Background: an optimization exercise with open tools, aiming at small area and a short achievable clock period. Do not read the settings as production practice.
The RTL was checked by simulation tests, not by an equivalence proof against the original design.

## mips
module mips(
	input clk,                    
    input reset,                  
    input interrupt,              
    output [31:0] macroscopic_pc,  
    output [31:0] i_inst_addr,     
    input  [31:0] i_inst_rdata,    
    output [31:0] m_data_addr,     
    input  [31:0] m_data_rdata,    
    output [31:0] m_data_wdata,    
    output [3 :0] m_data_byteen,   
    output [31:0] m_int_addr,     
    output [3 :0] m_int_byteen,   
    output [31:0] m_inst_addr,     
    output w_grf_we,               
    output [4 :0] w_grf_addr,      
    output [31:0] w_grf_wdata,     
    output [31:0] w_inst_addr      
    );
export LEC_CHECK = 0
export ABC_AREA = 1
export ABC_CLOCK_PERIOD_IN_PS = 50000
export CAP_MARGIN = 15
export CELL_PAD_IN_SITES_DETAIL_PLACEMENT = 0
export CELL_PAD_IN_SITES_GLOBAL_PLACEMENT = 1
export CORE_MARGIN = 2
export CORE_UTILIZATION = 50
export CTS_CLUSTER_DIAMETER = 60
export CTS_CLUSTER_SIZE = 30
export PLACE_DENSITY = 0.66
export SLEW_MARGIN = 15
create_clock -name core_clock -period 125.0 [get_ports {clk}]
standard.sh (not shown) runs the stock make flow with config.mk's settings and CLKGATE_MAP_FILE= SYNTH_SCRIPT=/design/flow/synth_recipe.tcl, a recipe that flattens the netlist after the stock synthesis.
==> flow/flow/run.sh <==
#!/bin/bash
# Layout flow: the standard flow (standard.sh) with two changes after synthesis:
#  - the ports are buffered with sky130_fd_sc_hd__buf_1 (buffer_ports -buffer_cell)
#    instead of the delay buffer buffer_ports picks by default;
#  - the setup repair margin of ORFS's repair_timing is raised, so that the resizer
#    also works on the paths from the interrupt input to the byte-enable outputs
#    (their slack is about 73 ns at the 125 ns clock, so a margin above that makes
#    them repair targets).
# Synthesis is the standard one, unchanged. Each make run's full output goes to its
# own log file here.
set -euo pipefail
MARGIN=${MARGIN:-78}
sed "s/CLKGATE_MAP_FILE= /CLKGATE_MAP_FILE= SETUP_SLACK_MARGIN=$MARGIN 'BUFFER_PORTS_ARGS=-buffer_cell sky130_fd_sc_hd__buf_1' /" standard.sh > standard_mod.sh
bash standard.sh synth > synth.log 2>&1
bash standard_mod.sh floorplan > floorplan.log 2>&1
bash standard_mod.sh place > place.log 2>&1
bash standard_mod.sh cts > cts.log 2>&1
bash standard_mod.sh grt > grt.log 2>&1
bash standard_mod.sh finish > finish.log 2>&1
test -f out/final.def
The starting point passed the timing, DRC and antenna checks.
Rerun with:
--- a/flow/flow/run.sh
+++ b/flow/flow/run.sh
@@ -10,5 +10,5 @@
 # own log file here.
 set -euo pipefail
-MARGIN=${MARGIN:-78}
+MARGIN=${MARGIN:-75.5}
 sed "s/CLKGATE_MAP_FILE= /CLKGATE_MAP_FILE= SETUP_SLACK_MARGIN=$MARGIN 'BUFFER_PORTS_ARGS=-buffer_cell sky130_fd_sc_hd__buf_1' /" standard.sh > standard_mod.sh
 bash standard.sh synth > synth.log 2>&1
- CORE_UTILIZATION: 50 -> 55
- PLACE_DENSITY: 0.66 -> 0.7
After rerunning:
- routed wire length decreases by about 3%
- synthesized area stays the same
- hold slack got worse by 12 ps
- worst setup slack gains 56 ps
- sequential share of layout area climbs by 0.21 points
- synthesized cell count stays the same
- via count came out higher by about 0.7%
- first-iteration DRC count is higher by about 6%
- maximum frequency stays flat
Rerun with:
==> flow/run.sh (new file) <==
#!/bin/bash
# synth_recipe.tcl (not shown) runs the flow's synth.tcl, then flattens the netlist and writes it again
# the make line also repeats each setting of config.mk as NAME=value (left out here)
make -C /OpenROAD-flow-scripts/flow DESIGN_CONFIG=/design/flow/config.mk WORK_HOME=/design/flow/orfs CLKGATE_MAP_FILE= SYNTH_SCRIPT=/design/flow/synth_recipe.tcl finish
- CORE_UTILIZATION: 55 -> 50
- PLACE_DENSITY: 0.7 -> 0.66
removed: flow/flow/run.sh
removed: flow/standard.sh
Effect: The changed run passed the timing, DRC and antenna checks; clock skew goes up by 22 ps; die area goes up by 9.9%; cell count goes up by 2.0%; setup slack gets worse by 920 ps.
Rerun with:
- CORE_UTILIZATION: 50 -> 58
- PLACE_DENSITY: 0.66 -> 0.72
What happened: Synthesized cell count does not change; worst hold slack is about the same; routed wire length came out lower by 4.7%; design area came out lower by 0.98%; first-iteration DRC count came out higher by 14%.
Rerun with:
==> flow/flow/run.sh (new file) <==
#!/bin/bash
# Layout flow: the standard flow (standard.sh) with two changes after synthesis:
#  - the ports are buffered with sky130_fd_sc_hd__buf_1 (buffer_ports -buffer_cell)
#    instead of the delay buffer buffer_ports picks by default;
#  - the setup repair margin of ORFS's repair_timing is raised, so that the resizer
#    also works on the paths from the interrupt input to the byte-enable outputs
#    (their slack is about 73 ns at the 125 ns clock, so a margin above that makes
#    them repair targets).
# Synthesis is the standard one, unchanged. Each make run's full output goes to its
# own log file here.
set -euo pipefail
MARGIN=${MARGIN:-75.5}
sed "s/CLKGATE_MAP_FILE= /CLKGATE_MAP_FILE= SETUP_SLACK_MARGIN=$MARGIN 'BUFFER_PORTS_ARGS=-buffer_cell sky130_fd_sc_hd__buf_1' /" standard.sh > standard_mod.sh
bash standard.sh synth > synth.log 2>&1
bash standard_mod.sh floorplan > floorplan.log 2>&1
bash standard_mod.sh place > place.log 2>&1
bash standard_mod.sh cts > cts.log 2>&1
bash standard_mod.sh grt > grt.log 2>&1
bash standard_mod.sh finish > finish.log 2>&1
test -f out/final.def
==> flow/standard.sh (new file) <==
#!/bin/bash
# synth_recipe.tcl (not shown) runs the flow's synth.tcl, then flattens the netlist and writes it again
# the make line also repeats each setting of config.mk as NAME=value (left out here)
make -C /OpenROAD-flow-scripts/flow DESIGN_CONFIG=/design/flow/config.mk WORK_HOME=/design/flow/orfs CLKGATE_MAP_FILE= SYNTH_SCRIPT=/design/flow/synth_recipe.tcl "${@:-finish}"
- CORE_UTILIZATION: 58 -> 50
- PLACE_DENSITY: 0.72 -> 0.66
removed: flow/run.sh
After rerunning:
- setup slack gains 1200 ps
- wire length climbs by 5.4%
- fmax increases by about 2.3%


## run A
mips, a different RTL version from the one above (not shown whole).
Size in the first run: about 160000 µm² of cells after synthesis.
// mips
module mips(
	input clk,                     
    input reset,                   
    input interrupt,               
    output [31:0] macroscopic_pc,  
    output [31:0] i_inst_addr,     
    input  [31:0] i_inst_rdata,    
    output [31:0] m_data_addr,     
    input  [31:0] m_data_rdata,    
    output [31:0] m_data_wdata,    
    output [3 :0] m_data_byteen,   
    output [31:0] m_int_addr,      
    output [3 :0] m_int_byteen,    
    output [31:0] m_inst_addr,     
    output w_grf_we,               
    output [4 :0] w_grf_addr,      
    output [31:0] w_grf_wdata,     
    output [31:0] w_inst_addr      
    );
clock: 125.0 ns
lec_check: 0
abc_area: 1
abc_clock_period_in_ps: 50000
cap_margin: 40
cell_pad_in_sites_detail_placement: 1
cell_pad_in_sites_global_placement: 2
core_margin: 2
core_utilization: 50
place_density: 0.65
slew_margin: 40
run.sh (not shown) runs the stock make flow with config.mk's settings and CLKGATE_MAP_FILE= SYNTH_SCRIPT=/design/flow/synth_recipe.tcl, a recipe that flattens the netlist after the stock synthesis.
Stock flow here: none of the scripts above is used.
FAIL run A @ 3_1_place_gp_skip_io: tool exited with error
For run B, these inputs were changed with respect to run A:
Settings: CELL_PAD_IN_SITES_DETAIL_PLACEMENT now 0, was 1; CORE_UTILIZATION now 40, was 50; CELL_PAD_IN_SITES_GLOBAL_PLACEMENT now 1, was 2; PLACE_DENSITY now 0.6, was 0.65.
Findings:
- Of run A and run B, only run A fails to reach the end of the flow.
- Run A failed in 3_1_place_gp_skip_io with GPL-0301.
- Re floorplan die width: run A was lower than run B.
- Run A → run B: number of synthesized flops with an enable pin shows no meaningful change, floorplan die height rose by about 12%, xor/xnor share of the synthesized area ~0 delta, sequential element share of the synthesized area neither gained nor lost much, share of cell area taken by muxes after synthesis ~0 delta.

## static timing again, ports no longer ideal
How much do the figures lean on ideal ports? The routed layouts below were timed once more, with nothing changed but the port constraints. Step 1, drivers: a clkbuf_16 drives clk and a buf_2 each remaining input, both assumed. Step 2 moves the port delays by t, midway between the first and last clock arrival at a register: inputs arrive t later, outputs are due t later. That takes back most of the time a late clock gives input paths. Slacks: ideal ports / drivers / drivers and shift; pairs: ideal ports / drivers.
run | shift t [ns] | setup WS [ns] | worst setup path after step 2 | clock arrival spread, ns
the first run of note 1 | 0.937 | 73.239 / 73.175 / 73.175 | input to output | 0.123 / 0.122
the second run of note 1 | 0.968 | 73.294 / 73.250 / 73.250 | input to output | 0.077 / 0.077
the third run of note 1 | 0.941 | 72.374 / 72.343 / 72.343 | input to output | 0.104 / 0.104
the fourth run of note 1 | 0.921 | 72.025 / 71.998 / 71.998 | input to output | 0.110 / 0.110
the fifth run of note 1 | 0.934 | 73.233 / 73.169 / 73.169 | input to output | 0.120 / 0.120
run B | 1.062 | 72.723 / 72.696 / 72.696 | input to output | 0.072 / 0.071
After both steps every run listed still meets setup and hold.
